From an optimization exercise on the open Yosys and OpenROAD flow, aimed at small area and a short achievable clock period; shortcuts taken in it are not production practice.
At most, simulation tests tie the RTL to the original design; equivalence was not proved.
The RTL of run 1 was laid out without a check of its function.
Power figures rest on the tool's default switching activity, not on a simulated workload.

**flow/design.v**
```verilog
module ALU_TOP #(parameter Width = 16)
(
  input  [Width-1:0] A,
  input  [Width-1:0] B,
  input  [3:0]       ALU_FUN,
  input              CLK,
  input              RST,
  output [Width-1:0] Arith_OUT,
  output             Arith_Flag,
  output             Carry_OUT,
  output [Width-1:0] Logic_Out,
  output             Logic_Flag,
  output [Width-1:0] CMP_OUT,
  output             CMP_Flag,
  output             Shift_Flag,
  output [Width-1:0] Shift_OUT
);
  wire mul1 = (ALU_FUN == 4'b0010);
  wire div1 = (ALU_FUN == 4'b0011);
  wire [15:0] bx1 = B ^ {16{div1}};
  wire [16:0] bz1;
  assign bz1[0] = 1'b1;
  assign bz1[1] = bz1[0] & ~B[15];
  assign bz1[2] = bz1[1] & ~B[14];
  assign bz1[3] = bz1[2] & ~B[13];
  assign bz1[4] = bz1[3] & ~B[12];
  assign bz1[5] = bz1[4] & ~B[11];
  assign bz1[6] = bz1[5] & ~B[10];
  assign bz1[7] = bz1[6] & ~B[9];
  assign bz1[8] = bz1[7] & ~B[8];
  assign bz1[9] = bz1[8] & ~B[7];
  assign bz1[10] = bz1[9] & ~B[6];
  assign bz1[11] = bz1[10] & ~B[5];
  assign bz1[12] = bz1[11] & ~B[4];
  assign bz1[13] = bz1[12] & ~B[3];
  assign bz1[14] = bz1[13] & ~B[2];
  assign bz1[15] = bz1[14] & ~B[1];
  assign bz1[16] = bz1[15] & ~B[0];
  wire r15_a = A[15] & ~mul1;
  wire [0:0] r15_t = r15_a;
  wire [0:0] r15_p = r15_t ^ bx1[0:0];
  wire [0:0] r15_g = r15_t & bx1[0:0];
  wire r15_G1 = r15_g[0] | (r15_p[0] & div1);
  wire [0:0] r15_s;
  assign r15_s[0] = r15_p[0] ^ div1;
  wire r15_c = r15_G1;
  wire r15_sel = (mul1 & A[15]) | (div1 & bz1[15] & r15_c);
  wire [0:0] r15_r = r15_sel ? r15_s : r15_t;
  wire r14_a = A[14] & ~mul1;
  wire [1:0] r14_t = {r15_r[0:0], r14_a};
  wire [1:0] r14_p = r14_t ^ bx1[1:0];
  wire [1:0] r14_g = r14_t & bx1[1:0];
  wire r14_G1 = r14_g[0] | (r14_p[0] & div1);
  wire r14_G2 = r14_g[1] | (r14_p[1] & r14_G1);
  wire [1:0] r14_s;
  assign r14_s[0] = r14_p[0] ^ div1;
  assign r14_s[1] = r14_p[1] ^ r14_G1;
  wire r14_c = r14_G2;
  wire r14_sel = (mul1 & A[14]) | (div1 & bz1[14] & r14_c);
  wire [1:0] r14_r = r14_sel ? r14_s : r14_t;
  wire r13_a = A[13] & ~mul1;
  wire [2:0] r13_t = {r14_r[1:0], r13_a};
  wire [2:0] r13_p = r13_t ^ bx1[2:0];
  wire [2:0] r13_g = r13_t & bx1[2:0];
  wire r13_G1 = r13_g[0] | (r13_p[0] & div1);
  wire r13_G2 = r13_g[2] | (r13_p[2] & r13_g[1]);
  wire r13_P2 = r13_p[2] & r13_p[1];
  wire r13_G3 = r13_g[1] | (r13_p[1] & r13_G1);
  wire r13_G4 = r13_G2 | (r13_P2 & r13_G1);
  wire [2:0] r13_s;
  assign r13_s[0] = r13_p[0] ^ div1;
  assign r13_s[1] = r13_p[1] ^ r13_G1;
  assign r13_s[2] = r13_p[2] ^ r13_G3;
  wire r13_c = r13_G4;
  wire r13_sel = (mul1 & A[13]) | (div1 & bz1[13] & r13_c);
  wire [2:0] r13_r = r13_sel ? r13_s : r13_t;
  wire r12_a = A[12] & ~mul1;
  wire [3:0] r12_t = {r13_r[2:0], r12_a};
  wire [3:0] r12_p = r12_t ^ bx1[3:0];
  wire [3:0] r12_g = r12_t & bx1[3:0];
  wire r12_G1 = r12_g[0] | (r12_p[0] & div1);
  wire r12_G2 = r12_g[2] | (r12_p[2] & r12_g[1]);
  wire r12_P2 = r12_p[2] & r12_p[1];
  wire r12_G3 = r12_g[1] | (r12_p[1] & r12_G1);
  wire r12_G4 = r12_G2 | (r12_P2 & r12_G1);
  wire r12_G5 = r12_g[3] | (r12_p[3] & r12_G4);
  wire [3:0] r12_s;
  assign r12_s[0] = r12_p[0] ^ div1;
  assign r12_s[1] = r12_p[1] ^ r12_G1;
  assign r12_s[2] = r12_p[2] ^ r12_G3;
  assign r12_s[3] = r12_p[3] ^ r12_G4;
  wire r12_c = r12_G5;
  wire r12_sel = (mul1 & A[12]) | (div1 & bz1[12] & r12_c);
  wire [3:0] r12_r = r12_sel ? r12_s : r12_t;
  wire r11_a = A[11] & ~mul1;
  wire [4:0] r11_t = {r12_r[3:0], r11_a};
  wire [4:0] r11_p = r11_t ^ bx1[4:0];
  wire [4:0] r11_g = r11_t & bx1[4:0];
  wire r11_G1 = r11_g[0] | (r11_p[0] & div1);
  wire r11_G2 = r11_g[2] | (r11_p[2] & r11_g[1]);
  wire r11_P2 = r11_p[2] & r11_p[1];
  wire r11_G3 = r11_g[4] | (r11_p[4] & r11_g[3]);
  wire r11_P3 = r11_p[4] & r11_p[3];
  wire r11_G4 = r11_g[1] | (r11_p[1] & r11_G1);
  wire r11_G5 = r11_G2 | (r11_P2 & r11_G1);
  wire r11_G6 = r11_g[3] | (r11_p[3] & r11_G5);
  wire r11_G7 = r11_G3 | (r11_P3 & r11_G5);
  wire [4:0] r11_s;
  assign r11_s[0] = r11_p[0] ^ div1;
  assign r11_s[1] = r11_p[1] ^ r11_G1;
  assign r11_s[2] = r11_p[2] ^ r11_G4;
  assign r11_s[3] = r11_p[3] ^ r11_G5;
  assign r11_s[4] = r11_p[4] ^ r11_G6;
  wire r11_c = r11_G7;
  wire r11_sel = (mul1 & A[11]) | (div1 & bz1[11] & r11_c);
  wire [4:0] r11_r = r11_sel ? r11_s : r11_t;
  wire r10_a = A[10] & ~mul1;
  wire [5:0] r10_t = {r11_r[4:0], r10_a};
  wire [5:0] r10_p = r10_t ^ bx1[5:0];
  wire [5:0] r10_g = r10_t & bx1[5:0];
  wire r10_G1 = r10_g[0] | (r10_p[0] & div1);
  wire r10_G2 = r10_g[2] | (r10_p[2] & r10_g[1]);
  wire r10_P2 = r10_p[2] & r10_p[1];
  wire r10_G3 = r10_g[4] | (r10_p[4] & r10_g[3]);
  wire r10_P3 = r10_p[4] & r10_p[3];
  wire r10_G4 = r10_g[1] | (r10_p[1] & r10_G1);
  wire r10_G5 = r10_G2 | (r10_P2 & r10_G1);
  wire r10_G6 = r10_g[5] | (r10_p[5] & r10_G3);
  wire r10_P6 = r10_p[5] & r10_P3;
  wire r10_G7 = r10_g[3] | (r10_p[3] & r10_G5);
  wire r10_G8 = r10_G3 | (r10_P3 & r10_G5);
  wire r10_G9 = r10_G6 | (r10_P6 & r10_G5);
  wire [5:0] r10_s;
  assign r10_s[0] = r10_p[0] ^ div1;
  assign r10_s[1] = r10_p[1] ^ r10_G1;
  assign r10_s[2] = r10_p[2] ^ r10_G4;
  assign r10_s[3] = r10_p[3] ^ r10_G5;
  assign r10_s[4] = r10_p[4] ^ r10_G7;
  assign r10_s[5] = r10_p[5] ^ r10_G8;
  wire r10_c = r10_G9;
  wire r10_sel = (mul1 & A[10]) | (div1 & bz1[10] & r10_c);
  wire [5:0] r10_r = r10_sel ? r10_s : r10_t;
  wire r9_a = A[9] & ~mul1;
  wire [6:0] r9_t = {r10_r[5:0], r9_a};
  wire [6:0] r9_p = r9_t ^ bx1[6:0];
  wire [6:0] r9_g = r9_t & bx1[6:0];
  wire r9_G1 = r9_g[0] | (r9_p[0] & div1);
  wire r9_G2 = r9_g[2] | (r9_p[2] & r9_g[1]);
  wire r9_P2 = r9_p[2] & r9_p[1];
  wire r9_G3 = r9_g[4] | (r9_p[4] & r9_g[3]);
  wire r9_P3 = r9_p[4] & r9_p[3];
  wire r9_G4 = r9_g[6] | (r9_p[6] & r9_g[5]);
  wire r9_P4 = r9_p[6] & r9_p[5];
  wire r9_G5 = r9_g[1] | (r9_p[1] & r9_G1);
  wire r9_G6 = r9_G2 | (r9_P2 & r9_G1);
  wire r9_G7 = r9_g[5] | (r9_p[5] & r9_G3);
  wire r9_P7 = r9_p[5] & r9_P3;
  wire r9_G8 = r9_G4 | (r9_P4 & r9_G3);
  wire r9_P8 = r9_P4 & r9_P3;
  wire r9_G9 = r9_g[3] | (r9_p[3] & r9_G6);
  wire r9_G10 = r9_G3 | (r9_P3 & r9_G6);
  wire r9_G11 = r9_G7 | (r9_P7 & r9_G6);
  wire r9_G12 = r9_G8 | (r9_P8 & r9_G6);
  wire [6:0] r9_s;
  assign r9_s[0] = r9_p[0] ^ div1;
  assign r9_s[1] = r9_p[1] ^ r9_G1;
  assign r9_s[2] = r9_p[2] ^ r9_G5;
  assign r9_s[3] = r9_p[3] ^ r9_G6;
  assign r9_s[4] = r9_p[4] ^ r9_G9;
  assign r9_s[5] = r9_p[5] ^ r9_G10;
  assign r9_s[6] = r9_p[6] ^ r9_G11;
  wire r9_c = r9_G12;
  wire r9_sel = (mul1 & A[9]) | (div1 & bz1[9] & r9_c);
  wire [6:0] r9_r = r9_sel ? r9_s : r9_t;
  wire r8_a = A[8] & ~mul1;
  wire [7:0] r8_t = {r9_r[6:0], r8_a};
  wire [7:0] r8_p = r8_t ^ bx1[7:0];
  wire [7:0] r8_g = r8_t & bx1[7:0];
  wire r8_G1 = r8_g[0] | (r8_p[0] & div1);
  wire r8_G2 = r8_g[2] | (r8_p[2] & r8_g[1]);
  wire r8_P2 = r8_p[2] & r8_p[1];
  wire r8_G3 = r8_g[4] | (r8_p[4] & r8_g[3]);
  wire r8_P3 = r8_p[4] & r8_p[3];
  wire r8_G4 = r8_g[6] | (r8_p[6] & r8_g[5]);
  wire r8_P4 = r8_p[6] & r8_p[5];
  wire r8_G5 = r8_g[1] | (r8_p[1] & r8_G1);
  wire r8_G6 = r8_G2 | (r8_P2 & r8_G1);
  wire r8_G7 = r8_g[5] | (r8_p[5] & r8_G3);
  wire r8_P7 = r8_p[5] & r8_P3;
  wire r8_G8 = r8_G4 | (r8_P4 & r8_G3);
  wire r8_P8 = r8_P4 & r8_P3;
  wire r8_G9 = r8_g[3] | (r8_p[3] & r8_G6);
  wire r8_G10 = r8_G3 | (r8_P3 & r8_G6);
  wire r8_G11 = r8_G7 | (r8_P7 & r8_G6);
  wire r8_G12 = r8_G8 | (r8_P8 & r8_G6);
  wire r8_G13 = r8_g[7] | (r8_p[7] & r8_G12);
  wire [7:0] r8_s;
  assign r8_s[0] = r8_p[0] ^ div1;
  assign r8_s[1] = r8_p[1] ^ r8_G1;
  assign r8_s[2] = r8_p[2] ^ r8_G5;
  assign r8_s[3] = r8_p[3] ^ r8_G6;
  assign r8_s[4] = r8_p[4] ^ r8_G9;
  assign r8_s[5] = r8_p[5] ^ r8_G10;
  assign r8_s[6] = r8_p[6] ^ r8_G11;
  assign r8_s[7] = r8_p[7] ^ r8_G12;
  wire r8_c = r8_G13;
  wire r8_sel = (mul1 & A[8]) | (div1 & bz1[8] & r8_c);
  wire [7:0] r8_r = r8_sel ? r8_s : r8_t;
  wire r7_a = A[7] & ~mul1;
  wire [8:0] r7_t = {r8_r[7:0], r7_a};
  wire [8:0] r7_p = r7_t ^ bx1[8:0];
  wire [8:0] r7_g = r7_t & bx1[8:0];
  wire r7_G1 = r7_g[0] | (r7_p[0] & div1);
  wire r7_G2 = r7_g[2] | (r7_p[2] & r7_g[1]);
  wire r7_P2 = r7_p[2] & r7_p[1];
  wire r7_G3 = r7_g[4] | (r7_p[4] & r7_g[3]);
  wire r7_P3 = r7_p[4] & r7_p[3];
  wire r7_G4 = r7_g[6] | (r7_p[6] & r7_g[5]);
  wire r7_P4 = r7_p[6] & r7_p[5];
  wire r7_G5 = r7_g[8] | (r7_p[8] & r7_g[7]);
  wire r7_P5 = r7_p[8] & r7_p[7];
  wire r7_G6 = r7_g[1] | (r7_p[1] & r7_G1);
  wire r7_G7 = r7_G2 | (r7_P2 & r7_G1);
  wire r7_G8 = r7_g[5] | (r7_p[5] & r7_G3);
  wire r7_P8 = r7_p[5] & r7_P3;
  wire r7_G9 = r7_G4 | (r7_P4 & r7_G3);
  wire r7_P9 = r7_P4 & r7_P3;
  wire r7_G10 = r7_g[3] | (r7_p[3] & r7_G7);
  wire r7_G11 = r7_G3 | (r7_P3 & r7_G7);
  wire r7_G12 = r7_G8 | (r7_P8 & r7_G7);
  wire r7_G13 = r7_G9 | (r7_P9 & r7_G7);
  wire r7_G14 = r7_g[7] | (r7_p[7] & r7_G13);
  wire r7_G15 = r7_G5 | (r7_P5 & r7_G13);
  wire [8:0] r7_s;
  assign r7_s[0] = r7_p[0] ^ div1;
  assign r7_s[1] = r7_p[1] ^ r7_G1;
  assign r7_s[2] = r7_p[2] ^ r7_G6;
  assign r7_s[3] = r7_p[3] ^ r7_G7;
  assign r7_s[4] = r7_p[4] ^ r7_G10;
  assign r7_s[5] = r7_p[5] ^ r7_G11;
  assign r7_s[6] = r7_p[6] ^ r7_G12;
  assign r7_s[7] = r7_p[7] ^ r7_G13;
  assign r7_s[8] = r7_p[8] ^ r7_G14;
  wire r7_c = r7_G15;
  wire r7_sel = (mul1 & A[7]) | (div1 & bz1[7] & r7_c);
  wire [8:0] r7_r = r7_sel ? r7_s : r7_t;
  reg [15:0]   Br;
  reg [6:0]  Alo;
  reg [8:0] Rr;    
  reg [15:7]   Qr;
  reg [1:0]    Fr;
  reg fA, fL, fC, fS;
  always @(posedge CLK) begin
    Br  <= B;
    Alo <= A[6:0];
    Rr  <= r7_r;
    Qr  <= {r15_sel, r14_sel, r13_sel, r12_sel, r11_sel, r10_sel, r9_sel, r8_sel, r7_sel};
    Fr  <= ALU_FUN[1:0];
  end
  always @(posedge CLK or negedge RST) begin
    if (!RST) begin
      fA <= 1'b0; fL <= 1'b0; fC <= 1'b0; fS <= 1'b0;
    end else begin
      fA <= (ALU_FUN[3:2] == 2'b00);
      fL <= (ALU_FUN[3:2] == 2'b01);
      fC <= (ALU_FUN[3:2] == 2'b10);
      fS <= (ALU_FUN[3:2] == 2'b11);
    end
  end
  wire add2 = fA & (Fr == 2'b00);
  wire sub2 = fA & (Fr == 2'b01);
  wire mul2 = fA & (Fr == 2'b10);
  wire div2 = fA & (Fr == 2'b11);
  wire sb2  = div2 | sub2;
  wire [15:0] bx2 = Br ^ {16{sb2}};
  wire [16:0] bz2;
  assign bz2[0] = 1'b1;
  assign bz2[1] = bz2[0] & ~Br[15];
  assign bz2[2] = bz2[1] & ~Br[14];
  assign bz2[3] = bz2[2] & ~Br[13];
  assign bz2[4] = bz2[3] & ~Br[12];
  assign bz2[5] = bz2[4] & ~Br[11];
  assign bz2[6] = bz2[5] & ~Br[10];
  assign bz2[7] = bz2[6] & ~Br[9];
  assign bz2[8] = bz2[7] & ~Br[8];
  assign bz2[9] = bz2[8] & ~Br[7];
  assign bz2[10] = bz2[9] & ~Br[6];
  assign bz2[11] = bz2[10] & ~Br[5];
  assign bz2[12] = bz2[11] & ~Br[4];
  assign bz2[13] = bz2[12] & ~Br[3];
  assign bz2[14] = bz2[13] & ~Br[2];
  assign bz2[15] = bz2[14] & ~Br[1];
  assign bz2[16] = bz2[15] & ~Br[0];
  wire [15:0] Alo16 = {9'b0, Alo};
  wire r6_a = Alo16[6] & ~mul2;
  wire [9:0] r6_t = {Rr[8:0], r6_a};
  wire [9:0] r6_p = r6_t ^ bx2[9:0];
  wire [9:0] r6_g = r6_t & bx2[9:0];
  wire r6_G1 = r6_g[0] | (r6_p[0] & sb2);
  wire r6_G2 = r6_g[2] | (r6_p[2] & r6_g[1]);
  wire r6_P2 = r6_p[2] & r6_p[1];
  wire r6_G3 = r6_g[4] | (r6_p[4] & r6_g[3]);
  wire r6_P3 = r6_p[4] & r6_p[3];
  wire r6_G4 = r6_g[6] | (r6_p[6] & r6_g[5]);
  wire r6_P4 = r6_p[6] & r6_p[5];
  wire r6_G5 = r6_g[8] | (r6_p[8] & r6_g[7]);
  wire r6_P5 = r6_p[8] & r6_p[7];
  wire r6_G6 = r6_g[1] | (r6_p[1] & r6_G1);
  wire r6_G7 = r6_G2 | (r6_P2 & r6_G1);
  wire r6_G8 = r6_g[5] | (r6_p[5] & r6_G3);
  wire r6_P8 = r6_p[5] & r6_P3;
  wire r6_G9 = r6_G4 | (r6_P4 & r6_G3);
  wire r6_P9 = r6_P4 & r6_P3;
  wire r6_G10 = r6_g[9] | (r6_p[9] & r6_G5);
  wire r6_P10 = r6_p[9] & r6_P5;
  wire r6_G11 = r6_g[3] | (r6_p[3] & r6_G7);
  wire r6_G12 = r6_G3 | (r6_P3 & r6_G7);
  wire r6_G13 = r6_G8 | (r6_P8 & r6_G7);
  wire r6_G14 = r6_G9 | (r6_P9 & r6_G7);
  wire r6_G15 = r6_g[7] | (r6_p[7] & r6_G14);
  wire r6_G16 = r6_G5 | (r6_P5 & r6_G14);
  wire r6_G17 = r6_G10 | (r6_P10 & r6_G14);
  wire [9:0] r6_s;
  assign r6_s[0] = r6_p[0] ^ sb2;
  assign r6_s[1] = r6_p[1] ^ r6_G1;
  assign r6_s[2] = r6_p[2] ^ r6_G6;
  assign r6_s[3] = r6_p[3] ^ r6_G7;
  assign r6_s[4] = r6_p[4] ^ r6_G11;
  assign r6_s[5] = r6_p[5] ^ r6_G12;
  assign r6_s[6] = r6_p[6] ^ r6_G13;
  assign r6_s[7] = r6_p[7] ^ r6_G14;
  assign r6_s[8] = r6_p[8] ^ r6_G15;
  assign r6_s[9] = r6_p[9] ^ r6_G16;
  wire r6_c = r6_G17;
  wire r6_sel = (mul2 & Alo16[6]) | (div2 & bz2[6] & r6_c);
  wire [9:0] r6_r = r6_sel ? r6_s : r6_t;
  wire r5_a = Alo16[5] & ~mul2;
  wire [10:0] r5_t = {r6_r[9:0], r5_a};
  wire [10:0] r5_p = r5_t ^ bx2[10:0];
  wire [10:0] r5_g = r5_t & bx2[10:0];
  wire r5_G1 = r5_g[0] | (r5_p[0] & sb2);
  wire r5_G2 = r5_g[2] | (r5_p[2] & r5_g[1]);
  wire r5_P2 = r5_p[2] & r5_p[1];
  wire r5_G3 = r5_g[4] | (r5_p[4] & r5_g[3]);
  wire r5_P3 = r5_p[4] & r5_p[3];
  wire r5_G4 = r5_g[6] | (r5_p[6] & r5_g[5]);
  wire r5_P4 = r5_p[6] & r5_p[5];
  wire r5_G5 = r5_g[8] | (r5_p[8] & r5_g[7]);
  wire r5_P5 = r5_p[8] & r5_p[7];
  wire r5_G6 = r5_g[10] | (r5_p[10] & r5_g[9]);
  wire r5_P6 = r5_p[10] & r5_p[9];
  wire r5_G7 = r5_g[1] | (r5_p[1] & r5_G1);
  wire r5_G8 = r5_G2 | (r5_P2 & r5_G1);
  wire r5_G9 = r5_g[5] | (r5_p[5] & r5_G3);
  wire r5_P9 = r5_p[5] & r5_P3;
  wire r5_G10 = r5_G4 | (r5_P4 & r5_G3);
  wire r5_P10 = r5_P4 & r5_P3;
  wire r5_G11 = r5_g[9] | (r5_p[9] & r5_G5);
  wire r5_P11 = r5_p[9] & r5_P5;
  wire r5_G12 = r5_G6 | (r5_P6 & r5_G5);
  wire r5_P12 = r5_P6 & r5_P5;
  wire r5_G13 = r5_g[3] | (r5_p[3] & r5_G8);
  wire r5_G14 = r5_G3 | (r5_P3 & r5_G8);
  wire r5_G15 = r5_G9 | (r5_P9 & r5_G8);
  wire r5_G16 = r5_G10 | (r5_P10 & r5_G8);
  wire r5_G17 = r5_g[7] | (r5_p[7] & r5_G16);
  wire r5_G18 = r5_G5 | (r5_P5 & r5_G16);
  wire r5_G19 = r5_G11 | (r5_P11 & r5_G16);
  wire r5_G20 = r5_G12 | (r5_P12 & r5_G16);
  wire [10:0] r5_s;
  assign r5_s[0] = r5_p[0] ^ sb2;
  assign r5_s[1] = r5_p[1] ^ r5_G1;
  assign r5_s[2] = r5_p[2] ^ r5_G7;
  assign r5_s[3] = r5_p[3] ^ r5_G8;
  assign r5_s[4] = r5_p[4] ^ r5_G13;
  assign r5_s[5] = r5_p[5] ^ r5_G14;
  assign r5_s[6] = r5_p[6] ^ r5_G15;
  assign r5_s[7] = r5_p[7] ^ r5_G16;
  assign r5_s[8] = r5_p[8] ^ r5_G17;
  assign r5_s[9] = r5_p[9] ^ r5_G18;
  assign r5_s[10] = r5_p[10] ^ r5_G19;
  wire r5_c = r5_G20;
  wire r5_sel = (mul2 & Alo16[5]) | (div2 & bz2[5] & r5_c);
  wire [10:0] r5_r = r5_sel ? r5_s : r5_t;
  wire r4_a = Alo16[4] & ~mul2;
  wire [11:0] r4_t = {r5_r[10:0], r4_a};
  wire [11:0] r4_p = r4_t ^ bx2[11:0];
  wire [11:0] r4_g = r4_t & bx2[11:0];
  wire r4_G1 = r4_g[0] | (r4_p[0] & sb2);
  wire r4_G2 = r4_g[2] | (r4_p[2] & r4_g[1]);
  wire r4_P2 = r4_p[2] & r4_p[1];
  wire r4_G3 = r4_g[4] | (r4_p[4] & r4_g[3]);
  wire r4_P3 = r4_p[4] & r4_p[3];
  wire r4_G4 = r4_g[6] | (r4_p[6] & r4_g[5]);
  wire r4_P4 = r4_p[6] & r4_p[5];
  wire r4_G5 = r4_g[8] | (r4_p[8] & r4_g[7]);
  wire r4_P5 = r4_p[8] & r4_p[7];
  wire r4_G6 = r4_g[10] | (r4_p[10] & r4_g[9]);
  wire r4_P6 = r4_p[10] & r4_p[9];
  wire r4_G7 = r4_g[1] | (r4_p[1] & r4_G1);
  wire r4_G8 = r4_G2 | (r4_P2 & r4_G1);
  wire r4_G9 = r4_g[5] | (r4_p[5] & r4_G3);
  wire r4_P9 = r4_p[5] & r4_P3;
  wire r4_G10 = r4_G4 | (r4_P4 & r4_G3);
  wire r4_P10 = r4_P4 & r4_P3;
  wire r4_G11 = r4_g[9] | (r4_p[9] & r4_G5);
  wire r4_P11 = r4_p[9] & r4_P5;
  wire r4_G12 = r4_G6 | (r4_P6 & r4_G5);
  wire r4_P12 = r4_P6 & r4_P5;
  wire r4_G13 = r4_g[3] | (r4_p[3] & r4_G8);
  wire r4_G14 = r4_G3 | (r4_P3 & r4_G8);
  wire r4_G15 = r4_G9 | (r4_P9 & r4_G8);
  wire r4_G16 = r4_G10 | (r4_P10 & r4_G8);
  wire r4_G17 = r4_g[11] | (r4_p[11] & r4_G12);
  wire r4_P17 = r4_p[11] & r4_P12;
  wire r4_G18 = r4_g[7] | (r4_p[7] & r4_G16);
  wire r4_G19 = r4_G5 | (r4_P5 & r4_G16);
  wire r4_G20 = r4_G11 | (r4_P11 & r4_G16);
  wire r4_G21 = r4_G12 | (r4_P12 & r4_G16);
  wire r4_G22 = r4_G17 | (r4_P17 & r4_G16);
  wire [11:0] r4_s;
  assign r4_s[0] = r4_p[0] ^ sb2;
  assign r4_s[1] = r4_p[1] ^ r4_G1;
  assign r4_s[2] = r4_p[2] ^ r4_G7;
  assign r4_s[3] = r4_p[3] ^ r4_G8;
  assign r4_s[4] = r4_p[4] ^ r4_G13;
  assign r4_s[5] = r4_p[5] ^ r4_G14;
  assign r4_s[6] = r4_p[6] ^ r4_G15;
  assign r4_s[7] = r4_p[7] ^ r4_G16;
  assign r4_s[8] = r4_p[8] ^ r4_G18;
  assign r4_s[9] = r4_p[9] ^ r4_G19;
  assign r4_s[10] = r4_p[10] ^ r4_G20;
  assign r4_s[11] = r4_p[11] ^ r4_G21;
  wire r4_c = r4_G22;
  wire r4_sel = (mul2 & Alo16[4]) | (div2 & bz2[4] & r4_c);
  wire [11:0] r4_r = r4_sel ? r4_s : r4_t;
  wire r3_a = Alo16[3] & ~mul2;
  wire [12:0] r3_t = {r4_r[11:0], r3_a};
  wire [12:0] r3_p = r3_t ^ bx2[12:0];
  wire [12:0] r3_g = r3_t & bx2[12:0];
  wire r3_G1 = r3_g[0] | (r3_p[0] & sb2);
  wire r3_G2 = r3_g[2] | (r3_p[2] & r3_g[1]);
  wire r3_P2 = r3_p[2] & r3_p[1];
  wire r3_G3 = r3_g[4] | (r3_p[4] & r3_g[3]);
  wire r3_P3 = r3_p[4] & r3_p[3];
  wire r3_G4 = r3_g[6] | (r3_p[6] & r3_g[5]);
  wire r3_P4 = r3_p[6] & r3_p[5];
  wire r3_G5 = r3_g[8] | (r3_p[8] & r3_g[7]);
  wire r3_P5 = r3_p[8] & r3_p[7];
  wire r3_G6 = r3_g[10] | (r3_p[10] & r3_g[9]);
  wire r3_P6 = r3_p[10] & r3_p[9];
  wire r3_G7 = r3_g[12] | (r3_p[12] & r3_g[11]);
  wire r3_P7 = r3_p[12] & r3_p[11];
  wire r3_G8 = r3_g[1] | (r3_p[1] & r3_G1);
  wire r3_G9 = r3_G2 | (r3_P2 & r3_G1);
  wire r3_G10 = r3_g[5] | (r3_p[5] & r3_G3);
  wire r3_P10 = r3_p[5] & r3_P3;
  wire r3_G11 = r3_G4 | (r3_P4 & r3_G3);
  wire r3_P11 = r3_P4 & r3_P3;
  wire r3_G12 = r3_g[9] | (r3_p[9] & r3_G5);
  wire r3_P12 = r3_p[9] & r3_P5;
  wire r3_G13 = r3_G6 | (r3_P6 & r3_G5);
  wire r3_P13 = r3_P6 & r3_P5;
  wire r3_G14 = r3_g[3] | (r3_p[3] & r3_G9);
  wire r3_G15 = r3_G3 | (r3_P3 & r3_G9);
  wire r3_G16 = r3_G10 | (r3_P10 & r3_G9);
  wire r3_G17 = r3_G11 | (r3_P11 & r3_G9);
  wire r3_G18 = r3_g[11] | (r3_p[11] & r3_G13);
  wire r3_P18 = r3_p[11] & r3_P13;
  wire r3_G19 = r3_G7 | (r3_P7 & r3_G13);
  wire r3_P19 = r3_P7 & r3_P13;
  wire r3_G20 = r3_g[7] | (r3_p[7] & r3_G17);
  wire r3_G21 = r3_G5 | (r3_P5 & r3_G17);
  wire r3_G22 = r3_G12 | (r3_P12 & r3_G17);
  wire r3_G23 = r3_G13 | (r3_P13 & r3_G17);
  wire r3_G24 = r3_G18 | (r3_P18 & r3_G17);
  wire r3_G25 = r3_G19 | (r3_P19 & r3_G17);
  wire [12:0] r3_s;
  assign r3_s[0] = r3_p[0] ^ sb2;
  assign r3_s[1] = r3_p[1] ^ r3_G1;
  assign r3_s[2] = r3_p[2] ^ r3_G8;
  assign r3_s[3] = r3_p[3] ^ r3_G9;
  assign r3_s[4] = r3_p[4] ^ r3_G14;
  assign r3_s[5] = r3_p[5] ^ r3_G15;
  assign r3_s[6] = r3_p[6] ^ r3_G16;
  assign r3_s[7] = r3_p[7] ^ r3_G17;
  assign r3_s[8] = r3_p[8] ^ r3_G20;
  assign r3_s[9] = r3_p[9] ^ r3_G21;
  assign r3_s[10] = r3_p[10] ^ r3_G22;
  assign r3_s[11] = r3_p[11] ^ r3_G23;
  assign r3_s[12] = r3_p[12] ^ r3_G24;
  wire r3_c = r3_G25;
  wire r3_sel = (mul2 & Alo16[3]) | (div2 & bz2[3] & r3_c);
  wire [12:0] r3_r = r3_sel ? r3_s : r3_t;
  wire r2_a = Alo16[2] & ~mul2;
  wire [13:0] r2_t = {r3_r[12:0], r2_a};
  wire [13:0] r2_p = r2_t ^ bx2[13:0];
  wire [13:0] r2_g = r2_t & bx2[13:0];
  wire r2_G1 = r2_g[0] | (r2_p[0] & sb2);
  wire r2_G2 = r2_g[2] | (r2_p[2] & r2_g[1]);
  wire r2_P2 = r2_p[2] & r2_p[1];
  wire r2_G3 = r2_g[4] | (r2_p[4] & r2_g[3]);
  wire r2_P3 = r2_p[4] & r2_p[3];
  wire r2_G4 = r2_g[6] | (r2_p[6] & r2_g[5]);
  wire r2_P4 = r2_p[6] & r2_p[5];
  wire r2_G5 = r2_g[8] | (r2_p[8] & r2_g[7]);
  wire r2_P5 = r2_p[8] & r2_p[7];
  wire r2_G6 = r2_g[10] | (r2_p[10] & r2_g[9]);
  wire r2_P6 = r2_p[10] & r2_p[9];
  wire r2_G7 = r2_g[12] | (r2_p[12] & r2_g[11]);
  wire r2_P7 = r2_p[12] & r2_p[11];
  wire r2_G8 = r2_g[1] | (r2_p[1] & r2_G1);
  wire r2_G9 = r2_G2 | (r2_P2 & r2_G1);
  wire r2_G10 = r2_g[5] | (r2_p[5] & r2_G3);
  wire r2_P10 = r2_p[5] & r2_P3;
  wire r2_G11 = r2_G4 | (r2_P4 & r2_G3);
  wire r2_P11 = r2_P4 & r2_P3;
  wire r2_G12 = r2_g[9] | (r2_p[9] & r2_G5);
  wire r2_P12 = r2_p[9] & r2_P5;
  wire r2_G13 = r2_G6 | (r2_P6 & r2_G5);
  wire r2_P13 = r2_P6 & r2_P5;
  wire r2_G14 = r2_g[13] | (r2_p[13] & r2_G7);
  wire r2_P14 = r2_p[13] & r2_P7;
  wire r2_G15 = r2_g[3] | (r2_p[3] & r2_G9);
  wire r2_G16 = r2_G3 | (r2_P3 & r2_G9);
  wire r2_G17 = r2_G10 | (r2_P10 & r2_G9);
  wire r2_G18 = r2_G11 | (r2_P11 & r2_G9);
  wire r2_G19 = r2_g[11] | (r2_p[11] & r2_G13);
  wire r2_P19 = r2_p[11] & r2_P13;
  wire r2_G20 = r2_G7 | (r2_P7 & r2_G13);
  wire r2_P20 = r2_P7 & r2_P13;
  wire r2_G21 = r2_G14 | (r2_P14 & r2_G13);
  wire r2_P21 = r2_P14 & r2_P13;
  wire r2_G22 = r2_g[7] | (r2_p[7] & r2_G18);
  wire r2_G23 = r2_G5 | (r2_P5 & r2_G18);
  wire r2_G24 = r2_G12 | (r2_P12 & r2_G18);
  wire r2_G25 = r2_G13 | (r2_P13 & r2_G18);
  wire r2_G26 = r2_G19 | (r2_P19 & r2_G18);
  wire r2_G27 = r2_G20 | (r2_P20 & r2_G18);
  wire r2_G28 = r2_G21 | (r2_P21 & r2_G18);
  wire [13:0] r2_s;
  assign r2_s[0] = r2_p[0] ^ sb2;
  assign r2_s[1] = r2_p[1] ^ r2_G1;
  assign r2_s[2] = r2_p[2] ^ r2_G8;
  assign r2_s[3] = r2_p[3] ^ r2_G9;
  assign r2_s[4] = r2_p[4] ^ r2_G15;
  assign r2_s[5] = r2_p[5] ^ r2_G16;
  assign r2_s[6] = r2_p[6] ^ r2_G17;
  assign r2_s[7] = r2_p[7] ^ r2_G18;
  assign r2_s[8] = r2_p[8] ^ r2_G22;
  assign r2_s[9] = r2_p[9] ^ r2_G23;
  assign r2_s[10] = r2_p[10] ^ r2_G24;
  assign r2_s[11] = r2_p[11] ^ r2_G25;
  assign r2_s[12] = r2_p[12] ^ r2_G26;
  assign r2_s[13] = r2_p[13] ^ r2_G27;
  wire r2_c = r2_G28;
  wire r2_sel = (mul2 & Alo16[2]) | (div2 & bz2[2] & r2_c);
  wire [13:0] r2_r = r2_sel ? r2_s : r2_t;
  wire r1_a = Alo16[1] & ~mul2;
  wire [14:0] r1_t = {r2_r[13:0], r1_a};
  wire [14:0] r1_p = r1_t ^ bx2[14:0];
  wire [14:0] r1_g = r1_t & bx2[14:0];
  wire r1_G1 = r1_g[0] | (r1_p[0] & sb2);
  wire r1_G2 = r1_g[2] | (r1_p[2] & r1_g[1]);
  wire r1_P2 = r1_p[2] & r1_p[1];
  wire r1_G3 = r1_g[4] | (r1_p[4] & r1_g[3]);
  wire r1_P3 = r1_p[4] & r1_p[3];
  wire r1_G4 = r1_g[6] | (r1_p[6] & r1_g[5]);
  wire r1_P4 = r1_p[6] & r1_p[5];
  wire r1_G5 = r1_g[8] | (r1_p[8] & r1_g[7]);
  wire r1_P5 = r1_p[8] & r1_p[7];
  wire r1_G6 = r1_g[10] | (r1_p[10] & r1_g[9]);
  wire r1_P6 = r1_p[10] & r1_p[9];
  wire r1_G7 = r1_g[12] | (r1_p[12] & r1_g[11]);
  wire r1_P7 = r1_p[12] & r1_p[11];
  wire r1_G8 = r1_g[14] | (r1_p[14] & r1_g[13]);
  wire r1_P8 = r1_p[14] & r1_p[13];
  wire r1_G9 = r1_g[1] | (r1_p[1] & r1_G1);
  wire r1_G10 = r1_G2 | (r1_P2 & r1_G1);
  wire r1_G11 = r1_g[5] | (r1_p[5] & r1_G3);
  wire r1_P11 = r1_p[5] & r1_P3;
  wire r1_G12 = r1_G4 | (r1_P4 & r1_G3);
  wire r1_P12 = r1_P4 & r1_P3;
  wire r1_G13 = r1_g[9] | (r1_p[9] & r1_G5);
  wire r1_P13 = r1_p[9] & r1_P5;
  wire r1_G14 = r1_G6 | (r1_P6 & r1_G5);
  wire r1_P14 = r1_P6 & r1_P5;
  wire r1_G15 = r1_g[13] | (r1_p[13] & r1_G7);
  wire r1_P15 = r1_p[13] & r1_P7;
  wire r1_G16 = r1_G8 | (r1_P8 & r1_G7);
  wire r1_P16 = r1_P8 & r1_P7;
  wire r1_G17 = r1_g[3] | (r1_p[3] & r1_G10);
  wire r1_G18 = r1_G3 | (r1_P3 & r1_G10);
  wire r1_G19 = r1_G11 | (r1_P11 & r1_G10);
  wire r1_G20 = r1_G12 | (r1_P12 & r1_G10);
  wire r1_G21 = r1_g[11] | (r1_p[11] & r1_G14);
  wire r1_P21 = r1_p[11] & r1_P14;
  wire r1_G22 = r1_G7 | (r1_P7 & r1_G14);
  wire r1_P22 = r1_P7 & r1_P14;
  wire r1_G23 = r1_G15 | (r1_P15 & r1_G14);
  wire r1_P23 = r1_P15 & r1_P14;
  wire r1_G24 = r1_G16 | (r1_P16 & r1_G14);
  wire r1_P24 = r1_P16 & r1_P14;
  wire r1_G25 = r1_g[7] | (r1_p[7] & r1_G20);
  wire r1_G26 = r1_G5 | (r1_P5 & r1_G20);
  wire r1_G27 = r1_G13 | (r1_P13 & r1_G20);
  wire r1_G28 = r1_G14 | (r1_P14 & r1_G20);
  wire r1_G29 = r1_G21 | (r1_P21 & r1_G20);
  wire r1_G30 = r1_G22 | (r1_P22 & r1_G20);
  wire r1_G31 = r1_G23 | (r1_P23 & r1_G20);
  wire r1_G32 = r1_G24 | (r1_P24 & r1_G20);
  wire [14:0] r1_s;
  assign r1_s[0] = r1_p[0] ^ sb2;
  assign r1_s[1] = r1_p[1] ^ r1_G1;
  assign r1_s[2] = r1_p[2] ^ r1_G9;
  assign r1_s[3] = r1_p[3] ^ r1_G10;
  assign r1_s[4] = r1_p[4] ^ r1_G17;
  assign r1_s[5] = r1_p[5] ^ r1_G18;
  assign r1_s[6] = r1_p[6] ^ r1_G19;
  assign r1_s[7] = r1_p[7] ^ r1_G20;
  assign r1_s[8] = r1_p[8] ^ r1_G25;
  assign r1_s[9] = r1_p[9] ^ r1_G26;
  assign r1_s[10] = r1_p[10] ^ r1_G27;
  assign r1_s[11] = r1_p[11] ^ r1_G28;
  assign r1_s[12] = r1_p[12] ^ r1_G29;
  assign r1_s[13] = r1_p[13] ^ r1_G30;
  assign r1_s[14] = r1_p[14] ^ r1_G31;
  wire r1_c = r1_G32;
  wire r1_sel = (mul2 & Alo16[1]) | (div2 & bz2[1] & r1_c);
  wire [14:0] r1_r = r1_sel ? r1_s : r1_t;
  wire r0_a = Alo16[0] & ~mul2;
  wire [15:0] r0_t = {r1_r[14:0], r0_a};
  wire [15:0] r0_p = r0_t ^ bx2[15:0];
  wire [15:0] r0_g = r0_t & bx2[15:0];
  wire r0_G1 = r0_g[0] | (r0_p[0] & sb2);
  wire r0_G2 = r0_g[2] | (r0_p[2] & r0_g[1]);
  wire r0_P2 = r0_p[2] & r0_p[1];
  wire r0_G3 = r0_g[4] | (r0_p[4] & r0_g[3]);
  wire r0_P3 = r0_p[4] & r0_p[3];
  wire r0_G4 = r0_g[6] | (r0_p[6] & r0_g[5]);
  wire r0_P4 = r0_p[6] & r0_p[5];
  wire r0_G5 = r0_g[8] | (r0_p[8] & r0_g[7]);
  wire r0_P5 = r0_p[8] & r0_p[7];
  wire r0_G6 = r0_g[10] | (r0_p[10] & r0_g[9]);
  wire r0_P6 = r0_p[10] & r0_p[9];
  wire r0_G7 = r0_g[12] | (r0_p[12] & r0_g[11]);
  wire r0_P7 = r0_p[12] & r0_p[11];
  wire r0_G8 = r0_g[14] | (r0_p[14] & r0_g[13]);
  wire r0_P8 = r0_p[14] & r0_p[13];
  wire r0_G9 = r0_g[1] | (r0_p[1] & r0_G1);
  wire r0_G10 = r0_G2 | (r0_P2 & r0_G1);
  wire r0_G11 = r0_g[5] | (r0_p[5] & r0_G3);
  wire r0_P11 = r0_p[5] & r0_P3;
  wire r0_G12 = r0_G4 | (r0_P4 & r0_G3);
  wire r0_P12 = r0_P4 & r0_P3;
  wire r0_G13 = r0_g[9] | (r0_p[9] & r0_G5);
  wire r0_P13 = r0_p[9] & r0_P5;
  wire r0_G14 = r0_G6 | (r0_P6 & r0_G5);
  wire r0_P14 = r0_P6 & r0_P5;
  wire r0_G15 = r0_g[13] | (r0_p[13] & r0_G7);
  wire r0_P15 = r0_p[13] & r0_P7;
  wire r0_G16 = r0_G8 | (r0_P8 & r0_G7);
  wire r0_P16 = r0_P8 & r0_P7;
  wire r0_G17 = r0_g[3] | (r0_p[3] & r0_G10);
  wire r0_G18 = r0_G3 | (r0_P3 & r0_G10);
  wire r0_G19 = r0_G11 | (r0_P11 & r0_G10);
  wire r0_G20 = r0_G12 | (r0_P12 & r0_G10);
  wire r0_G21 = r0_g[11] | (r0_p[11] & r0_G14);
  wire r0_P21 = r0_p[11] & r0_P14;
  wire r0_G22 = r0_G7 | (r0_P7 & r0_G14);
  wire r0_P22 = r0_P7 & r0_P14;
  wire r0_G23 = r0_G15 | (r0_P15 & r0_G14);
  wire r0_P23 = r0_P15 & r0_P14;
  wire r0_G24 = r0_G16 | (r0_P16 & r0_G14);
  wire r0_P24 = r0_P16 & r0_P14;
  wire r0_G25 = r0_g[7] | (r0_p[7] & r0_G20);
  wire r0_G26 = r0_G5 | (r0_P5 & r0_G20);
  wire r0_G27 = r0_G13 | (r0_P13 & r0_G20);
  wire r0_G28 = r0_G14 | (r0_P14 & r0_G20);
  wire r0_G29 = r0_G21 | (r0_P21 & r0_G20);
  wire r0_G30 = r0_G22 | (r0_P22 & r0_G20);
  wire r0_G31 = r0_G23 | (r0_P23 & r0_G20);
  wire r0_G32 = r0_G24 | (r0_P24 & r0_G20);
  wire r0_G33 = r0_g[15] | (r0_p[15] & r0_G32);
  wire [15:0] r0_s;
  assign r0_s[0] = r0_p[0] ^ sb2;
  assign r0_s[1] = r0_p[1] ^ r0_G1;
  assign r0_s[2] = r0_p[2] ^ r0_G9;
  assign r0_s[3] = r0_p[3] ^ r0_G10;
  assign r0_s[4] = r0_p[4] ^ r0_G17;
  assign r0_s[5] = r0_p[5] ^ r0_G18;
  assign r0_s[6] = r0_p[6] ^ r0_G19;
  assign r0_s[7] = r0_p[7] ^ r0_G20;
  assign r0_s[8] = r0_p[8] ^ r0_G25;
  assign r0_s[9] = r0_p[9] ^ r0_G26;
  assign r0_s[10] = r0_p[10] ^ r0_G27;
  assign r0_s[11] = r0_p[11] ^ r0_G28;
  assign r0_s[12] = r0_p[12] ^ r0_G29;
  assign r0_s[13] = r0_p[13] ^ r0_G30;
  assign r0_s[14] = r0_p[14] ^ r0_G31;
  assign r0_s[15] = r0_p[15] ^ r0_G32;
  wire r0_c = r0_G33;
  wire r0_sel = (mul2 & Alo16[0]) | (div2 & bz2[0] & r0_c) | add2 | sub2;
  wire [15:0] r0_r = r0_sel ? r0_s : r0_t;
  wire [15:0] Ar = {Rr, Alo};    
  assign Arith_OUT  = div2 ? {Qr, r6_sel, r5_sel, r4_sel, r3_sel, r2_sel, r1_sel, r0_sel} : (fA ? r0_r : 16'b0);
  assign Arith_Flag = fA;
  assign Carry_OUT  = add2 & r0_c;
  reg [15:0] lo;
  always @(*) begin
    case (Fr)
      2'b00: lo = Ar & Br;
      2'b01: lo = Ar | Br;
      2'b10: lo = ~(Ar & Br);
      default: lo = ~(Ar | Br);
    endcase
  end
  assign Logic_Out  = fL ? lo : 16'b0;
  assign Logic_Flag = fL;
  wire eq = (Ar == Br);
  wire gt = (Ar > Br);
  wire lt = ~eq & ~gt;
  wire [1:0] cmp = (Fr == 2'b01) ? {1'b0, eq} :
                   (Fr == 2'b10) ? {gt, 1'b0} :
                   (Fr == 2'b11) ? {lt, lt} : 2'b00;
  assign CMP_OUT  = {14'b0, fC ? cmp : 2'b00};
  assign CMP_Flag = fC;
  reg [15:0] sh;
  always @(*) begin
    case (Fr)
      2'b00: sh = Ar >> 1;
      2'b01: sh = Ar << 1;
      2'b10: sh = Br >> 1;
      default: sh = Br << 1;
    endcase
  end
  assign Shift_OUT  = fS ? sh : 16'b0;
  assign Shift_Flag = fS;
endmodule
```
**flow/run.sh**
```bash
#!/bin/bash
# synth_recipe.tcl (not shown) runs the flow's synth.tcl, then flattens the netlist and writes it again
# the make line also repeats each setting of config.mk as NAME=value (left out here)
make -C /OpenROAD-flow-scripts/flow DESIGN_CONFIG=/design/flow/config.mk WORK_HOME=/design/flow/orfs CLKGATE_MAP_FILE= SYNTH_SCRIPT=/design/flow/synth_recipe.tcl finish
```
**flow/config.mk**
```make
export PLATFORM = sky130hd
export DESIGN_NAME = ALU_TOP
export DESIGN_NICKNAME = ALU_TOP
export VERILOG_FILES = /design/flow/design.v
export SDC_FILE = /design/flow/constraint.sdc
export NUM_CORES = 4
export LEC_CHECK = 0
export ABC_AREA = 1
export CAP_MARGIN = 20
export CORE_MARGIN = 2
export CORE_UTILIZATION = 40
export SLEW_MARGIN = 20
```
**flow/constraint.sdc**
```tcl
create_clock -name core_clock -period 32.0 [get_ports {CLK}]
set_input_delay 6.4000 -clock core_clock [delete_from_list [all_inputs] [get_ports {CLK}]]
set_output_delay 6.4000 -clock core_clock [all_outputs]
set_load 0.01 [all_outputs]
```
==> impl_metrics.py, run 1 <==
metrics = {
    "global_routing": {
        "grt_pass1_wl_um": 56300,
        "overflow": 0,
        "grt_pass1_vias": 10500,
        "antenna_found_initial": 0,
        "grt_max_degree": 46,
        "grt_util_all_layers_pct": 25.0,
    },
    "drt": {
        "drc": 0,
        "avgRoutedWirePerCell_um": 17.4,
        "antenna_left": 0,
        "initialDrtViolationCount": 843,
        "viasPerCell": 5.35,
        "drt-total-wl_um": 35700,
        "dr.pass1.iters": 5,
        "num_vias": 11000,
    },
    "yosys": {
        "synth_largest_area_cell": "ha_1",
        "synthTopCellsByArea": "ha_1 19%, nand2_1 15%, dfxtp_1 8.0%",
        "yosysSeqAreaShare_pct": 8.94,
        "synthSimpleGateAreaFrac_pct": 30.5,
        "netlist_area_sq_um": 10700,
        "async_flop_share_pct": 8.51,
        "synth_compound_area_share_pct": 15.4,
        "synth.top_cells.by_count": "440 x nand2_1, 208 x inv_1, 164 x ha_1, 148 x nand3_1, 110 x a21oi_1",
        "synthMuxAreaShare_pct": 0,
        "synth.distinct_cells": 59,
        "yosys.area_share.xor_xnor_pct": 7.91,
        "synthCells": 1647,
        "synth_edf_count": 0,
        "yosys_warnings": 1,
        "yosys.cell_count.top_type": "nand2_1",
        "syn_area_per_cell_sq_um": 6.52,
        "yosysTopAreaCellShare_pct": 19.1,
        "ys.flop_type": "dfxtp_1",
        "synth_top_family_by_area": "simple AND/OR/NAND/NOR gates",
        "synthAdderAreaFrac_pct": 26.2,
        "ys_seq_elements": 47,
    },
    "power_and_ir_drop": {
        "p_int_w": 0.000203,
        "swShare_pct": 50.5,
        "power_frac_clock_pct": 13.8,
        "cellPowerDensity_nw_per_um2": 34.0,
        "fin_total_pwr_w": 0.000409,
        "p_comb_share_pct": 69.1,
        "p_switching_w": 0.000207,
        "p_leak_nw": 6.30,
        "power_frac_seq_pct": 17.1,
        "max-vdd-ir-drop_mv": 0.0292,
    },
    "layout": {
        "regArea_sq_um": 961,
        "syn_to_final_growth_pct": 12.0,
        "fillers": 2721,
        "drive_above_1_share_pct": 6.17,
        "diodes": 0,
        "multiInputGateArea_sq_um": 8650,
        "nets": 1957,
        "fin_util_pct": 45.9,
    },
    "clocking": {
        "htreeDepth": 2,
        "hold_buffers": 0,
        "cts_root_buf": "clkbuf_16",
        "clock_sinks": 47,
        "cts_resized": 0,
        "clk_path_buf_depth": 2,
        "tritoncts": "done",
        "clk_pin_slew_ps": 70,
        "post_cts_buffers": 0,
        "cts_buffers": 5,
    },
    "sta": {
        "clock.fmax_mhz": 41.2,
        "holdWs_ps": 6300,
        "hold_viol_final": 0,
        "rsz0062_at_grt": "no",
        "post-route-period-util_pct": 75.8,
        "finalSetupViolCount": 0,
        "worst_slack_ps": 7740,
        "report.final.slew_viol_count": 0,
        "slew_headroom_pct": 39.4,
        "finalWorstPathRequiredPeriod_ps": 24260,
        "worstMarginPinSlew_ps": 886,
        "tns_ps": 0,
    },
    "setup_path": {
        "worstSetupPathType": "register to primary output",
        "start_kind": "register",
        "crit_family": "compound AO/OA/AOI/OAI gates",
        "worstSetupStartpoint": "Fr[0]",
        "crit_fanout": 35,
        "cp.required_ps": 25600,
        "path_buf_inv": 13,
        "slowest_stage": "xor2_1",
        "cpMostUsedCell": "nand2_1",
        "slowest_delay_ps": 780,
        "endpoint_kind": "primary output",
        "cp.arrival_ps": 17860,
    },
    "floorplanning": {
        "fp.dieW_um": 168,
        "coreArea_sq_um": 26200,
        "ioPinCount": 107,
        "design.die.area_sq_um": 28200,
        "die_h_um": 168,
        "num_rows": 59,
        "start_util_pct": 41.0,
    },
    "placement": {
        "gp_routability_congestion": 0.932,
        "hpwlAfterDp_um": 29800,
        "place_ws_ps": 8320,
        "io_buffers": 92,
    },
    "hold_path": {
        "hp-class": "primary input to asynchronous set/reset pin",
    },
    "run": {
        "maxCapViolCount": 0,
    },
    "status": {
        "outcome": "finished clean",
    },
}
cell families after synthesis:
logic type	after synthesis
DFF	47
xor gates and xnor gates	97
buffers and inverters	280
adders and majority gates	202
AOI/OAI and AO/OA	274
other	1
and+or+nand+nor	746
metal layers:
| metal | vias up | track usage, % | part of all wire (%) |
|---|---|---|---|
| met5 | - | 0 | 0 |
| met4 | 0 | 6.28 | 2.3 |
| met3 | 43 | 1.55 | 3.9 |
| met2 | 294 | 44.4 | 48 |
| met1 | 5151 | 33.1 | 46 |
| li1 | 5497 | - | - |
registers in the layout, indices dropped and copies added (netlist names):
name and cells:
Br 16, Qr 9, Alo 7, fC 1, fL 1, Fr 2
Rr 9, fA 1, fS 1
worst max-delay path by stage:
stage | cells after the start | endpoint | slack (ps)
3_5_place_dp | 90 | Arith_OUT[0] | 8320
5_1_grt | 91 | Arith_OUT[0] | 5890
4_1_cts | 90 | Arith_OUT[0] | 7940
6_report | 90 | Arith_OUT[0] | 7740
3_3_place_gp | 90 | Arith_OUT[0] | 9060
2_1_floorplan | 87 | Arith_OUT[0] | 12000
cell type report:
type | count | share of cell area (%)
multi-input cells | 1333 | 71.9
repair buffers | 99 | 8.07
flip-flops and latches | 47 | 7.99
inverters | 231 | 7.27
well taps | 335 | 3.48
clock buffers | 5 | 1.04
clock inverters | 3 | 0.239
power by group through the flow:
stage,sequential (W),combinational (W),clock (W)
final,0.0000699,0.000283,0.0000565
after global routing,0.0000704,0.000320,0.0000595
after CTS,0.0000698,0.000281,0.0000567
after detailed placement,0.0000712,0.000278,0
after global placement,0.0000712,0.000276,0
after floorplan,0.0000674,0.000208,0
cell usage in the layout, fill, tap and decap left out, types with 5 or more instances in the layout:
cell / netlist / layout
nand2_1: 440 / 440
inv_1: 208 / 208
ha_1: 164 / 164
nand3_1: 148 / 148
a21oi_1: 110 / 110
clkdlybuf4s50_1: 0 / 92
o21ai_0: 75 / 75
xor2_1: 67 / 67
nor2_1: 61 / 60
dfxtp_1: 43 / 43
fa_1: 38 / 38
xnor2_1: 30 / 30
or2_2: 22 / 22
inv_2: 18 / 18
and2_1: 16 / 16
o21ai_1: 15 / 15
o221ai_1: 15 / 15
conb_1: 1 / 14
nand2_2: 13 / 13
o21ai_2: 11 / 11
nand4_1: 9 / 9
o21bai_1: 9 / 9
a21o_1: 8 / 8
nor3_1: 7 / 7
a211oi_1: 6 / 6
or2_1: 6 / 6
buf_4: 21 / 6
nand3_2: 5 / 5
clkbuf_16: 0 / 5
per-stage QoR:
stage          area [sq um]  cells
2_1_floorplan         10800   1660
6_report              12000   2053
3_5_place_dp          11900   2044
5_1_grt               12000   2053
4_1_cts               12000   2052
3_3_place_gp          11900   2044
==> inputs of run 2 (changes only) <==
--- a/flow/design.v
+++ b/flow/design.v
@@ -246,6 +246,48 @@
   wire [8:0] r7_r = r7_sel ? r7_s : r7_t;
+  wire r6_a = A[6] & ~mul1;
+  wire [9:0] r6_t = {r7_r[8:0], r6_a};
+  wire [9:0] r6_p = r6_t ^ bx1[9:0];
+  wire [9:0] r6_g = r6_t & bx1[9:0];
+  wire r6_G1 = r6_g[0] | (r6_p[0] & div1);
+  wire r6_G2 = r6_g[2] | (r6_p[2] & r6_g[1]);
+  wire r6_P2 = r6_p[2] & r6_p[1];
+  wire r6_G3 = r6_g[4] | (r6_p[4] & r6_g[3]);
+  wire r6_P3 = r6_p[4] & r6_p[3];
+  wire r6_G4 = r6_g[6] | (r6_p[6] & r6_g[5]);
+  wire r6_P4 = r6_p[6] & r6_p[5];
+  wire r6_G5 = r6_g[8] | (r6_p[8] & r6_g[7]);
+  wire r6_P5 = r6_p[8] & r6_p[7];
+  wire r6_G6 = r6_g[1] | (r6_p[1] & r6_G1);
+  wire r6_G7 = r6_G2 | (r6_P2 & r6_G1);
+  wire r6_G8 = r6_g[5] | (r6_p[5] & r6_G3);
+  wire r6_P8 = r6_p[5] & r6_P3;
+  wire r6_G9 = r6_G4 | (r6_P4 & r6_G3);
+  wire r6_P9 = r6_P4 & r6_P3;
+  wire r6_G10 = r6_g[9] | (r6_p[9] & r6_G5);
+  wire r6_P10 = r6_p[9] & r6_P5;
+  wire r6_G11 = r6_g[3] | (r6_p[3] & r6_G7);
+  wire r6_G12 = r6_G3 | (r6_P3 & r6_G7);
+  wire r6_G13 = r6_G8 | (r6_P8 & r6_G7);
+  wire r6_G14 = r6_G9 | (r6_P9 & r6_G7);
+  wire r6_G15 = r6_g[7] | (r6_p[7] & r6_G14);
+  wire r6_G16 = r6_G5 | (r6_P5 & r6_G14);
+  wire r6_G17 = r6_G10 | (r6_P10 & r6_G14);
+  wire [9:0] r6_s;
+  assign r6_s[0] = r6_p[0] ^ div1;
+  assign r6_s[1] = r6_p[1] ^ r6_G1;
+  assign r6_s[2] = r6_p[2] ^ r6_G6;
+  assign r6_s[3] = r6_p[3] ^ r6_G7;
+  assign r6_s[4] = r6_p[4] ^ r6_G11;
+  assign r6_s[5] = r6_p[5] ^ r6_G12;
+  assign r6_s[6] = r6_p[6] ^ r6_G13;
+  assign r6_s[7] = r6_p[7] ^ r6_G14;
+  assign r6_s[8] = r6_p[8] ^ r6_G15;
+  assign r6_s[9] = r6_p[9] ^ r6_G16;
+  wire r6_c = r6_G17;
+  wire r6_sel = (mul1 & A[6]) | (div1 & bz1[6] & r6_c);
+  wire [9:0] r6_r = r6_sel ? r6_s : r6_t;
   reg [15:0]   Br;
-  reg [6:0]  Alo;
-  reg [8:0] Rr;    
-  reg [15:7]   Qr;
+  reg [5:0]  Alo;
+  reg [9:0] Rr;    
+  reg [15:6]   Qr;
   reg [1:0]    Fr;
@@ -254,5 +296,5 @@
     Br  <= B;
-    Alo <= A[6:0];
-    Rr  <= r7_r;
-    Qr  <= {r15_sel, r14_sel, r13_sel, r12_sel, r11_sel, r10_sel, r9_sel, r8_sel, r7_sel};
+    Alo <= A[5:0];
+    Rr  <= r6_r;
+    Qr  <= {r15_sel, r14_sel, r13_sel, r12_sel, r11_sel, r10_sel, r9_sel, r8_sel, r7_sel, r6_sel};
     Fr  <= ALU_FUN[1:0];
@@ -293,47 +335,5 @@
   assign bz2[16] = bz2[15] & ~Br[0];
-  wire [15:0] Alo16 = {9'b0, Alo};
-  wire r6_a = Alo16[6] & ~mul2;
-  wire [9:0] r6_t = {Rr[8:0], r6_a};
-  wire [9:0] r6_p = r6_t ^ bx2[9:0];
-  wire [9:0] r6_g = r6_t & bx2[9:0];
-  wire r6_G1 = r6_g[0] | (r6_p[0] & sb2);
-  wire r6_G2 = r6_g[2] | (r6_p[2] & r6_g[1]);
-  wire r6_P2 = r6_p[2] & r6_p[1];
-  wire r6_G3 = r6_g[4] | (r6_p[4] & r6_g[3]);
-  wire r6_P3 = r6_p[4] & r6_p[3];
-  wire r6_G4 = r6_g[6] | (r6_p[6] & r6_g[5]);
-  wire r6_P4 = r6_p[6] & r6_p[5];
-  wire r6_G5 = r6_g[8] | (r6_p[8] & r6_g[7]);
-  wire r6_P5 = r6_p[8] & r6_p[7];
-  wire r6_G6 = r6_g[1] | (r6_p[1] & r6_G1);
-  wire r6_G7 = r6_G2 | (r6_P2 & r6_G1);
-  wire r6_G8 = r6_g[5] | (r6_p[5] & r6_G3);
-  wire r6_P8 = r6_p[5] & r6_P3;
-  wire r6_G9 = r6_G4 | (r6_P4 & r6_G3);
-  wire r6_P9 = r6_P4 & r6_P3;
-  wire r6_G10 = r6_g[9] | (r6_p[9] & r6_G5);
-  wire r6_P10 = r6_p[9] & r6_P5;
-  wire r6_G11 = r6_g[3] | (r6_p[3] & r6_G7);
-  wire r6_G12 = r6_G3 | (r6_P3 & r6_G7);
-  wire r6_G13 = r6_G8 | (r6_P8 & r6_G7);
-  wire r6_G14 = r6_G9 | (r6_P9 & r6_G7);
-  wire r6_G15 = r6_g[7] | (r6_p[7] & r6_G14);
-  wire r6_G16 = r6_G5 | (r6_P5 & r6_G14);
-  wire r6_G17 = r6_G10 | (r6_P10 & r6_G14);
-  wire [9:0] r6_s;
-  assign r6_s[0] = r6_p[0] ^ sb2;
-  assign r6_s[1] = r6_p[1] ^ r6_G1;
-  assign r6_s[2] = r6_p[2] ^ r6_G6;
-  assign r6_s[3] = r6_p[3] ^ r6_G7;
-  assign r6_s[4] = r6_p[4] ^ r6_G11;
-  assign r6_s[5] = r6_p[5] ^ r6_G12;
-  assign r6_s[6] = r6_p[6] ^ r6_G13;
-  assign r6_s[7] = r6_p[7] ^ r6_G14;
-  assign r6_s[8] = r6_p[8] ^ r6_G15;
-  assign r6_s[9] = r6_p[9] ^ r6_G16;
-  wire r6_c = r6_G17;
-  wire r6_sel = (mul2 & Alo16[6]) | (div2 & bz2[6] & r6_c);
-  wire [9:0] r6_r = r6_sel ? r6_s : r6_t;
+  wire [15:0] Alo16 = {10'b0, Alo};
   wire r5_a = Alo16[5] & ~mul2;
-  wire [10:0] r5_t = {r6_r[9:0], r5_a};
+  wire [10:0] r5_t = {Rr[9:0], r5_a};
   wire [10:0] r5_p = r5_t ^ bx2[10:0];
@@ -705,3 +705,3 @@
   wire [15:0] Ar = {Rr, Alo};    
-  assign Arith_OUT  = div2 ? {Qr, r6_sel, r5_sel, r4_sel, r3_sel, r2_sel, r1_sel, r0_sel} : (fA ? r0_r : 16'b0);
+  assign Arith_OUT  = div2 ? {Qr, r5_sel, r4_sel, r3_sel, r2_sel, r1_sel, r0_sel} : (fA ? r0_r : 16'b0);
   assign Arith_Flag = fA;
==> run 2 against run 1 <==
  * Final cell count fell by 1.0%
  * Sequential power is 3.7% higher
  * Critical endpoint is now Rr[5]
  * Fmax up 1.6%
  * Count of clock-buffer cells in the layout rose by 1
  * Worst setup slack gained 390 ps
  * Design area shrank 0.80%
  * Non-clock buffer count down 2
  * Global-route usage increased by 0.58 points
  * Via count decreased by 1.4%
  * Power fell by 0.31%
  * Clock power rose by 3%
  * Wire length increased by 0.56%
==> impl_metrics.py, run 2 <==
metrics = {
    "setup_path": {
        "cpMostUsedCell": "nand2_1",
        "worstSetupPathType": "primary input to register",
        "path_buf_inv": 12,
        "start_kind": "primary input",
        "cp.arrival_ps": 24110,
        "cp.depth": 110,
        "crit_family": "simple AND/OR/NAND/NOR gates",
        "endpoint_kind": "register",
        "slowest_stage": "a21oi_1",
        "slowest_delay_ps": 680,
        "cp.required_ps": 32230,
        "crit_fanout": 21,
    },
    "clocking": {
        "clock_sinks": 48,
        "tritoncts": "done",
        "cts_buffers": 5,
        "htreeDepth": 2,
        "cts_root_buf": "clkbuf_16",
        "clk_pin_slew_ps": 80,
        "cts_resized": 0,
        "post_cts_buffers": 0,
        "clk_path_buf_depth": 2,
        "hold_buffers": 0,
    },
    "layout": {
        "diodes": 0,
        "top_regs": "Br (16), Qr (10), Rr (10)",
        "nets": 1936,
        "fillers": 2750,
        "final_common_cell": "nand2_1",
        "largest_register_ffs": 16,
        "syn_to_final_growth_pct": 12.0,
        "layoutNonFillerInstCount": 2032,
        "top_register": "Br",
        "final_cell_mix": "431 x nand2_1, 208 x inv_1, 164 x ha_1",
        "drive_above_1_share_pct": 5.30,
    },
    "floorplanning": {
        "num_rows": 59,
        "start_util_pct": 40.8,
        "ioPinCount": 107,
        "die_h_um": 167,
        "design.die.area_sq_um": 27900,
        "coreArea_sq_um": 26100,
        "fp.dieW_um": 167,
    },
    "drt": {
        "num_vias": 10800,
        "viasPerCell": 5.33,
        "antenna_left": 0,
        "initialDrtViolationCount": 834,
        "avgRoutedWirePerCell_um": 17.6,
        "drt-total-wl_um": 35900,
        "dr.pass1.iters": 16,
        "drc": 0,
    },
    "run": {
        "maxCapViolCount": 0,
    },
    "global_routing": {
        "grt_max_degree": 48,
        "grt_pass1_wl_um": 57300,
        "grt_util_all_layers_pct": 25.6,
        "overflow": 0,
        "grt_pass1_vias": 10800,
        "antenna_found_initial": 0,
    },
    "sta": {
        "report.final.slew_viol_count": 0,
        "rsz0062_at_grt": "no",
        "slew_headroom_pct": 41.7,
        "tns_ps": 0,
        "post-route-period-util_pct": 74.6,
        "finalWorstPathRequiredPeriod_ps": 23870,
        "hold_viol_final": 0,
        "worstMarginPinSlew_ps": 874,
        "clock.fmax_mhz": 41.9,
        "finalSetupViolCount": 0,
    },
    "yosys": {
        "yosys_warnings": 1,
        "synth.distinct_cells": 58,
        "synthTopCellsByArea": "ha_1 19%, nand2_1 15%, dfxtp_1 8.3%",
        "ys.flop_type": "dfxtp_1",
        "syn_area_per_cell_sq_um": 6.53,
        "yosysSeqAreaShare_pct": 9.21,
        "yosysTopAreaCellShare_pct": 19.3,
        "synth_largest_area_cell": "ha_1",
        "synthCells": 1632,
        "synth.top_cells.by_count": "431 x nand2_1, 208 x inv_1, 164 x ha_1, 156 x nand3_1, 115 x a21oi_1",
        "synth_edf_count": 0,
        "netlist_area_sq_um": 10700,
        "async_flop_share_pct": 8.33,
        "ys_seq_elements": 48,
        "yosys.cell_count.top_type": "nand2_1",
    },
    "hold_path": {
        "hp-class": "primary input to asynchronous set/reset pin",
    },
    "placement": {
        "dp.cells": 2024,
        "gp_routability_congestion": 0.927,
        "io_buffers": 92,
        "hpwlAfterDp_um": 29900,
    },
    "power_and_ir_drop": {
        "cellPowerDensity_nw_per_um2": 34.2,
        "max-vdd-ir-drop_mv": 0.0217,
        "p_leak_nw": 6.33,
    },
    "status": {
        "outcome": "finished clean",
    },
}
run 2: cell types whose count changed after synthesis, moves of 8 or more:
| cell | delta |
|---|---|
| nor2_1 | -8 |
| o21ai_0 | -21 |
| xor2_1 | +14 |
| o22ai_1 | +14 |
| nand2_1 | -9 |
| nand3_1 | +8 |
run 2: cell type report:
cell class,instances,area (sq um),area share (%)
flip-flops and latches,48,981,8.22
clock buffers,6,139,1.16
multi-input cells,1316,8560,71.8
clock inverters,2,13.8,0.115
well taps,335,419,3.51
repair buffers,97,958,8.03
inverters,228,858,7.19
run 2: kinds of logic after synthesis:
| group | after synthesis | share of synthesized area [%] |
|---|---|---|
| buf+inv | 281 | 10.9 |
| other cells | 1 | 0.0352 |
| flops | 48 | 9.21 |
| xor+xnor | 107 | 8.80 |
| fa+ha+maj | 202 | 26.4 |
| simple gates | 733 | 30.0 |
| compound gates | 260 | 14.7 |
run 2: metal layers:
layer	GRT usage [%]	vias to the layer above	wire (um)
met5	0	-	0
met2	44.3	340	17000
met4	10.5	0	1410
met3	2.51	75	1910
met1	32.7	4991	15500
li1	-	5429	-
run 2: path summary, 6_finish.rpt:
| path | endpoint | start | slack, ps |
|---|---|---|---|
| max in group asynchronous | fL | RST | 25540 |
| setup / recovery | Rr[5] | ALU_FUN[3] | 8130 |
| hold / removal | fA | RST | 6290 |
| min in group core_clock | Alo[5] | A[5] | 6540 |
run 2: power breakdown:
group / switching (W) / internal [W] / total (W)
Clock: 0.0000267 / 0.0000314 / 0.0000581
Combinational: 0.000168 / 0.000109 / 0.000277
Sequential: 0.00000890 / 0.0000636 / 0.0000725
run 2: metrics by stage:
step / hold slack (ps) / setup WS (ps) / utilization, % / instance area, sq um / power (W)
floorplan: 6100 / 11500 / - / 10700 / 0.000275
global placement: 6620 / 8020 / 45.1 / 11800 / 0.000347
detailed placement: 6620 / 7910 / 45.1 / 11800 / 0.000347
CTS: 6300 / 8220 / 45.7 / 11900 / 0.000406
global route: 6310 / 6130 / 45.7 / 11900 / 0.000448
finish: 6290 / 8130 / 45.7 / 11900 / 0.000408

-- port drivers added, routing unchanged --
In the flow no input, the clock included, has a driving cell. The finished layouts below were timed again as built, in two steps. Step 1 assumes that a clkbuf_16 drives the clock port and a buf_2 every other input. Step 2 times the ports against the registers' clock, not the clock port: input delays grow and output delays shrink by t, the midpoint of the rising clock arrivals with the driver on. Slacks: no drivers / after step 1 / after step 2; pairs: no drivers / after step 1.
| run | t (ns) | slack for setup (ns) | hold slack, ns | worst register clock-pin slew, ns | worst slew at a driven data input, ns |
|---|---|---|---|---|---|
| run 1 | 0.337 | 7.736 / 7.696 / 8.033 | 6.301 / 6.284 / 6.621 | 0.08 / 0.08 | 0.04 |
| run 2 | 0.340 | 8.129 / 8.145 / 7.805 | 6.292 / 6.283 / 6.622 | 0.08 / 0.08 | 0.05 |
After both steps setup and hold are still met in every run listed. For run 2, which loses most, drivers alone change the setup slack by +0.016 ns; drivers and shift together by -0.324 ns.
